From an optimization exercise on the open Yosys and OpenROAD flow, aimed at small area and a short achievable clock period; shortcuts taken in it are not production practice.
Only simulation tests tie the RTL to the original design; equivalence was not proved.
Power is estimated from default activity; no workload was simulated.

`design/flow/design.v`:
```
module ysyx_23060286_Alu(
  input [31:0] srca,
  input [31:0] srcb,
  input [3:0] alucontrol,
  input [2:0] f3,
  output zero,
  output reg [31:0] aluresult
);
  assign zero = (aluresult == 32'd0 & f3==3'b000) |(aluresult != 32'd0 & f3==3'b001)|($signed(srca) >= $signed(srcb) & f3==3'b101)|(srca<srcb & f3==3'b110)|(($signed(srca) < $signed(srcb) & f3==3'b100))|(srca>=srcb & f3==3'b111);
  always @(*) begin
    case (alucontrol)
      4'b0000:aluresult=srca+srcb;
      4'b0001:aluresult=srca-srcb;
      4'b0010:aluresult=srca&srcb;
      4'b0011:aluresult=srca|srcb;
      4'b0100:aluresult=$signed(srca)>>>srcb[4:0];  
      4'b0101:aluresult=($signed(srca)<$signed(srcb) ? 32'd1:32'd0);
      4'b0110:aluresult=srca>>srcb[4:0];  
      4'b0111:aluresult=srca<<srcb[4:0];
      4'b1000:aluresult=srca^srcb;
      4'b1001:aluresult=srcb;
      default: aluresult={{32{1'b1}}};
    endcase
  end
endmodule
module ysyx_23060286_Alumux (
    input [31:0] rs2data,
    input [31:0] immext,
    input alusrc,
    output [31:0] srcb
);
    assign srcb=(alusrc ? immext:rs2data);
endmodule
module ysyx_23060286_Dnpc (
    input [31:0] pc,
    input [31:0] immext,
    input [31:0] rs1data,
    input jalr,
    output [31:0] dnpc
);
    assign dnpc= jalr? rs1data+immext:pc+immext;
endmodule
module ysyx_23060286_Idu (
    input [6:0] op,
    input [2:0] f3,
    input f7,
    input zero,
    output jalr,
    output pcsrc,
    output reg [1:0] resultsrc,
    output [3:0] memwrite,
    output reg [3:0] alucontrol,
    output reg alusrc,
    output reg [1:0] immsrc,
    output reg regwrite,
    output reg auipc
);
    reg branch;
    reg [1:0] aluop;
    reg jump;
    assign jalr=(immsrc==2'b00)&jump;
    assign pcsrc=(zero&branch)|jump;
    reg mw0;
    reg [2:0] mwhi;
    assign memwrite={mwhi,mw0};
  always @(*) begin
    /*verilator lint_off CASEINCOMPLETE*/
    case (op)
        7'd3:begin regwrite=1;immsrc=2'b00;alusrc=1;mw0=0;resultsrc=2'b01;branch=0;aluop=2'b00;jump=0;auipc=0; end  
        7'd35:begin regwrite=0;immsrc=2'b01;alusrc=1;mw0=1;resultsrc=2'b01;branch=0;aluop=2'b00;jump=0; auipc=0;end  
        7'd51:begin regwrite=1;immsrc=2'b00;alusrc=0;mw0=0;resultsrc=2'b00;branch=0;aluop=2'b10;jump=0; auipc=0;end  
        7'd99:begin regwrite=0;immsrc=2'b10;alusrc=0;mw0=0;resultsrc=2'b01;branch=1;aluop=2'b01;jump=0; auipc=0;end  
        7'd19:begin regwrite=1;immsrc=2'b00;alusrc=1;mw0=0;resultsrc=2'b00;branch=0;aluop=2'b10;jump=0; auipc=0;end  
        7'd111:begin regwrite=1;immsrc=2'b11;alusrc=1;mw0=0;resultsrc=2'b10;branch=0;aluop=2'b00;jump=1; auipc=0;end  
        7'd103:begin regwrite=1;immsrc=2'b00;alusrc=1;mw0=0;resultsrc=2'b10;branch=0;aluop=2'b00;jump=1; auipc=0;end  
        7'd23:begin regwrite=1;immsrc=2'b00;alusrc=1;mw0=0;resultsrc=2'b00;branch=0;aluop=2'b11;jump=0; auipc=1;end  
        7'd55:begin regwrite=1;immsrc=2'b00;alusrc=1;mw0=0;resultsrc=2'b00;branch=0;aluop=2'b11;jump=0; auipc=1;end  
        7'd115:begin regwrite=1;immsrc=2'b00;alusrc=1;mw0=0;resultsrc=2'b10;branch=0;aluop=2'b00;jump=1;auipc=1;end  
        default:begin regwrite=1;immsrc=2'b00;alusrc=1;mw0=0;resultsrc=2'b10;branch=0;aluop=2'b00;jump=1;auipc=1;end  
    endcase
    /*verilator lint_off CASEINCOMPLETE*/
  end
  always @(*) begin
    mwhi=3'b000;
    /*verilator lint_off CASEINCOMPLETE*/
    case (aluop)
        2'b00:begin
                alucontrol=4'b0000;  
                /*verilator lint_off CASEINCOMPLETE*/
                case(f3)
                    3'b010:mwhi=3'b000;  
                    3'b100:mwhi=3'b001;  
                    3'b001:mwhi=3'b010;  
                    3'b101:mwhi=3'b011;  
                    3'b000:mwhi=3'b011;  
                endcase
                 /*verilator lint_off CASEINCOMPLETE*/
            end
        2'b01:alucontrol=4'b0001;     
        2'b10:begin
            /*verilator lint_off CASEINCOMPLETE*/
            case (f3)
                3'b111:alucontrol=4'b0010;    
                3'b110:alucontrol=4'b0011;    
                3'b010:alucontrol=4'b0101;    
                3'b011:alucontrol=4'b0101;    
                3'b001:alucontrol=4'b0111;    
                3'b100:alucontrol=4'b1000;    
                3'b101:begin if(f7==1'b1) alucontrol=4'b0100; else alucontrol=4'b0110; end  
                3'b000:begin 
                        if ({op[5],f7}==2'b11)
                            alucontrol=4'b0001;   
                        else
                            alucontrol=4'b0000;   
                    end
            endcase
            /*verilator lint_off CASEINCOMPLETE*/
        end
        2'b11:begin if(op[5]==0) alucontrol=4'b0000; else alucontrol=4'b1001; end 
    endcase
    /*verilator lint_off CASEINCOMPLETE*/
  end
endmodule
module ysyx_23060286_Imm (
    input [31:7] imm,
    input auipc,
    input [1:0] immsrc,
    output reg [31:0] immext  
);
    always @(*) begin
        case ({immsrc,auipc})
            3'b000: immext = {{20{imm[31]}}, imm[31:20]};  
            3'b010: immext = {{20{imm[31]}}, imm[31:25], imm[11:7]};  
            3'b100: immext = {{19{imm[31]}}, imm[31], imm[7], imm[30:25], imm[11:8], 1'b0};  
            3'b110: immext = {{12{imm[31]}}, imm[19:12], imm[20], imm[30:21], 1'b0};  
            3'b001: immext = {{imm[31:12]},{12{1'b0}}};  
            default: immext = {32{1'b1}};
        endcase
    end
endmodule
module ysyx_23060286_Pc (
    input clk,
    input rst,
    input [31:0] next_pc,
    output reg [31:0] pc
);
    always @(posedge clk ) begin
        if(rst)
            pc<=32'h80000000;
        else
            pc<=next_pc;
    end
endmodule
module ysyx_23060286_Pcmux (
    input [31:0] snpc,
    input [31:0] dnpc,
    input pcsrc,
    output [31:0] next_pc
);
    assign next_pc=(pcsrc ? dnpc:snpc);
endmodule
module ysyx_23060286_RegisterFile(
  input clk,
  input [31:0] rddata,
  input [4:0] waddr,
  input [4:0] r1addr,
  input [4:0] r2addr,
  input wen,
  output [31:0] rs1data,
  output [31:0] rs2data
);
    reg [31:0] rf [31:0];
    assign rs1data=rf[r1addr];
    assign rs2data=rf[r2addr];
    always @(posedge clk) begin
        if (wen) rf[waddr] <= rddata;
        rf[0]<=32'd0;
    end
endmodule
module ysyx_23060286_Resultmux (
    input [31:0] aluresult,
    input [31:0] readdata,
    input [31:0] snpc,
    input [1:0] resultsrc,
    output [31:0] result
);
     assign result=(resultsrc[1] ? snpc:(resultsrc[0] ? readdata:aluresult));
endmodule
module ysyx_23060286_Snpc (
    input [31:0] pc,
    output [31:0] snpc
);
    assign snpc=pc+32'd4;
endmodule
module ysyx_23060286_Srcamux (
    input [31:0] rs1data,
    input [31:0] pc,
    input auipc,
    output [31:0] srca
);
    assign srca=auipc? pc:rs1data;
endmodule
module ysyx_23060286_top (
  input clk,
  input rst,
  /*verilator lint_off UNDRIVEN*/
  input [31:0] inst_wire,
  /*verilator lint_off UNDRIVEN*/
  input [31:0] readdata_wire,
  output [31:0] npc_wire,pc_wire,snpc_wire,rs1data_wire,rs2data_wire,immext_wire,srcb_wire,aluresult_wire,dnpc_wire,result_wire,srca_wire,
  output pcsrc,alusrc,regwrite,zero,jalr,auipc,
  output [1:0] resultsrc,immsrc,
  output [3:0] memwrite,
  output [3:0] alucontrol
);
	ysyx_23060286_Alu ALU(srca_wire,srcb_wire,alucontrol,inst_wire[14:12],zero,aluresult_wire);
  ysyx_23060286_Srcamux SRCA(rs1data_wire,pc_wire,auipc,srca_wire);
  ysyx_23060286_Alumux ALUMUX(rs2data_wire,immext_wire,alusrc,srcb_wire);
  ysyx_23060286_Dnpc DNPC(pc_wire,immext_wire,rs1data_wire,jalr,dnpc_wire);
  ysyx_23060286_Idu IDU(inst_wire[6:0],inst_wire[14:12],inst_wire[30],zero,jalr,pcsrc,resultsrc,memwrite,alucontrol,alusrc,immsrc,regwrite,auipc);
  ysyx_23060286_Imm Imm(inst_wire[31:7],auipc,immsrc,immext_wire);
  ysyx_23060286_Pc PC(clk,rst,npc_wire,pc_wire);
  ysyx_23060286_Pcmux PCMUX(snpc_wire,dnpc_wire,pcsrc,npc_wire);
  ysyx_23060286_RegisterFile GRP(clk,result_wire,inst_wire[11:7],inst_wire[19:15],inst_wire[24:20],regwrite,rs1data_wire,rs2data_wire);
  ysyx_23060286_Resultmux RESMUX(aluresult_wire,readdata_wire,snpc_wire,resultsrc,result_wire);
  ysyx_23060286_Snpc SNPC(pc_wire,snpc_wire);
endmodule
```
`design/flow/run.sh`:
```
#!/bin/bash
# synth_recipe.tcl (not shown) runs the flow's synth.tcl, then flattens the netlist and writes it again
# the make line also repeats each setting of config.mk as NAME=value (left out here)
make -C /OpenROAD-flow-scripts/flow DESIGN_CONFIG=/design/flow/config.mk WORK_HOME=/design/flow/orfs CLKGATE_MAP_FILE= SYNTH_SCRIPT=/design/flow/synth_recipe.tcl finish
```
`design/flow/config.mk`:
```
export PLATFORM = sky130hd
export DESIGN_NAME = ysyx_23060286_top
export DESIGN_NICKNAME = ysyx_23060286_top
export VERILOG_FILES = /design/flow/design.v
export SDC_FILE = /design/flow/constraint.sdc
export NUM_CORES = 4
export LEC_CHECK = 0
export CAP_MARGIN = 20
export CORE_MARGIN = 2
export CORE_UTILIZATION = 40
export SETUP_SLACK_MARGIN = 0.3
export SLEW_MARGIN = 20
```
`design/flow/constraint.sdc`:
```
create_clock -name core_clock -period 14.0 [get_ports {clk}]
set_input_delay 2.8000 -clock core_clock [delete_from_list [all_inputs] [get_ports {clk}]]
set_output_delay 2.8000 -clock core_clock [all_outputs]
set_load 0.01 [all_outputs]
```
==> metrics.cfg <==
[logic_synthesis]
synthCells = 4727
synth_area_sq_mm = 0.0615
ys_ff_latch = 1024
syn-num-nets = 4926
ys_async_sr_fraction = 0
synth_edf_count = 992
yosys_warnings = 5
synth-seq-area-share = 0.495
synthFlopType = edfxtp_1
synth_cell_types = 102
synth_area_per_cell_sq_um = 13.0

[setup_path]
critPathTopFamily = simple AND/OR/NAND/NOR gates
cp_slowest_cell = clkdlybuf4s15_1
startpoint = inst_wire[19]
crit_fanout = 11
crit_cells = 32
cp_data_arrival_time_ns = 10.85
worstPathRequired_ns = 11.20
cp-end-kind = output pin
path_buf_inv = 9
crit_path_frequent_cell = buf_4
rr_worst_depth = 30
worstSetupPathType = input pin to output pin
slowest_delay_ns = 0.46
rr_startpoint = GRP.rf[14][1]$_DFFE_PP_
crit_path_start_kind = input pin

[sta]
fin_worst_skew_ns = 0.0483
tns_ns = 0
finalCritPeriodShare = 0.975
fmax_ghz = 0.0732
tightestPinTransition_ns = 1.17
grt_setup_unrepaired = no
maxSlewViolCount = 0
finalCriticalPeriod_ns = 13.65
setup_viol = 0
finalHoldViolCount = 0
relSlewSlack = 0.223

[cts]
postCtsHoldBufs = 0
worstSkewPairLatency_ns = 0.76
cts_buffers = 109
clock-sinks = 1024
clockBufferDepth = 3
cts_max_level = 3
cts_root_buf = clkbuf_16
cts_tree = yes
path_clk_slew_ns = 0.07

[global_routing]
antenna_found_initial = 19
grt-ovfl-total = 0
grt_pass1_wl_microns = 403000
grt_usage = 0.372
grt_pass1_vias = 48440
grt_max_degree = 74

[place]
post_dp_cell_area_sq_mm = 0.0719
routabilityCongestion = 1.05
dp_hpwl_microns = 214000
placedCellCount = 7408
numPortBuffers = 434

[pwr]
fin_total_pwr_uw = 9960
p_clk_frac = 0.292
switching_power_uw = 3420
p_sw_frac = 0.343
seqPwrFrac = 0.370
powerDensity_mw_per_mm2 = 130
internal-power_uw = 6540
leakage_uw = 0.0282
ir_worst_vdd_uv = 99.7
comb_power_share = 0.338

[routing]
wire_per_inst_microns = 39.0
first_pass_iters = 8
ant_nets = 0
viasPerCell = 6.56
drt_wl_total_microns = 299000
drc = 0
num_vias = 50257
drtIter0Drc = 6223

[outcome]
status = timing/DRC/antenna clean

[finish]
fin_area_sq_mm = 0.0766
fill_cells = 13085
layout_commonest_cell = edfxtp_1
area_growth_pct = 24.6
final_cell_mix = edfxtp_1, buf_4, mux4_2
fin_cells = 7657
nets = 5724
drive_above_1_share = 0.270

[min_path]
holdPathStages = 2
hp-class = register to register
min_from = PC.pc[0]$_SDFF_PP0_

[die]
dieHeight_microns = 396
die_w_microns = 396
io_pins = 436
start_util = 0.404
dieArea_sq_mm = 0.157
core_area_sq_mm = 0.152
rows = 143

[job]
cap_viol_max_count = 0

metrics by stage:
step | hold slack [ns] | util | worst slack, ns
floorplan | 0.551 | - | 0.311
CTS | 0.609 | 0.499 | 0.158
global placement | 0.601 | 0.472 | -0.654
global route | 0.668 | 0.503 | 0.305
detailed placement | 0.603 | 0.472 | -0.650
finish | 0.629 | 0.503 | 0.347
registers in the layout, summed over array words and instances (netlist names):
register,count
GRP.rf,992
PC.pc,32
cell families after synthesis:
kind of cell	Yosys count	share of synthesized area
XOR/XNOR	83	0.0118
AND/OR/NAND/NOR	1012	0.0766
flip-flops	1024	0.495
multiplexers	913	0.235
other	1	0.0000610
AO/OA/AOI/OAI	979	0.112
adder cells (fa/ha/maj)	133	0.0274
buffers and inverters	582	0.0425
power groups by stage:
stage	Sequential [uW]	Clock [uW]	Combinational, uW
2_1_floorplan	3740	0	1470
3_3_place_gp	3750	0	3250
3_5_place_dp	3750	0	3240
4_1_cts	3690	2930	3250
5_1_grt	3690	3050	3480
6_report	3690	2910	3360
worst paths after layout:
path | endpoint | slack (ns)
min reg2reg | PC.pc[0]$_SDFF_PP0_ | 0.63
max reg2reg | PC.pc[10]$_SDFF_PP0_ | 5.71
min | PC.pc[0]$_SDFF_PP0_ | 0.63
max | npc_wire[0] | 0.35
Yosys cell counts (28+ instances only):
cell type | instances | area share
xor2_1 | 34 | 0.0048
o221ai_1 | 30 | 0.0043
o21ai_0 | 137 | 0.011
nor3_1 | 45 | 0.0037
inv_1 | 217 | 0.013
a221oi_1 | 33 | 0.0047
a22oi_1 | 126 | 0.015
ha_1 | 130 | 0.026
o22ai_1 | 51 | 0.0052
a21o_1 | 42 | 0.0051
buf_1 | 52 | 0.0032
nor2b_1 | 44 | 0.0045
xnor2_1 | 49 | 0.0070
buf_2 | 91 | 0.0074
nor2_1 | 312 | 0.019
nand2_1 | 324 | 0.020
clkbuf_1 | 157 | 0.0096
o211ai_1 | 34 | 0.0042
a22o_1 | 52 | 0.0074
and3_1 | 28 | 0.0028
mux2_2 | 117 | 0.021
a221o_1 | 39 | 0.0063
edfxtp_1 | 992 | 0.48
nand3_1 | 74 | 0.0060
a21oi_1 | 180 | 0.015
nand2b_1 | 35 | 0.0036
dfxtp_1 | 32 | 0.010
a31oi_1 | 40 | 0.0041
mux2i_1 | 358 | 0.058
a211oi_1 | 34 | 0.0042
mux4_2 | 406 | 0.15
final cells by class:
cell class | instances | area (sq um) | share of cell area
antenna | 14 | 35.0 | 0.000457
clock inverter | 77 | 776 | 0.0101
timing repair buffer | 1040 | 9650 | 0.126
inverter | 229 | 866 | 0.0113
tap | 2030 | 2540 | 0.0332
multi-input combinational | 3121 | 29500 | 0.385
sequential | 1024 | 30400 | 0.397
clock buffer | 122 | 2780 | 0.0362
worst min-delay path, stage by stage (launching register included):
cell and delay [ns]:
dfxtp_1 0.41, nand2b_1 0.11, mux2i_1 0.06
routing by layer:
| metal | vias up | part of all wire | track usage | wire length, microns |
|---|---|---|---|---|
| met1 | 25770 | 0.36 | 0.463 | 108000 |
| met4 | 10 | 0.073 | 0.230 | 21600 |
| met2 | 3430 | 0.46 | 0.587 | 137000 |
| met3 | 749 | 0.11 | 0.0853 | 31700 |
| li1 | 20298 | - | - | - |
| met5 | - | 0.00021 | 0 | 64 |
timing repair:
action                                  CTS  global route
cloned                                    5             5
resized for setup                       100            88
pin swaps                                 6            11
endpoints found under the setup margin   34            34
buffers inserted                          8            17

what the ideal ports hide:
No port has a modelled driver above. Below, the same layout with a new extraction and two added sets of constraints. Step 1, drivers: a clkbuf_16 drives clk and a buf_2 each remaining input, both assumed. Step 2 times the ports against the registers' clock, not the clock port: input delays grow and output delays shrink by t, the midpoint of the rising clock arrivals with the driver on. Three values: ideal, step 1, step 2; two values: the first two.
t (ns): 0.818
setup slack, ns: 0.347 / 0.247 / 0.247
worst setup path after step 2: input to output
worst slew at a driven data input, ns: 0.20
After both steps this run still meets setup and hold. For this run, drivers alone change the setup slack by -0.100 ns; drivers and shift together by -0.100 ns.
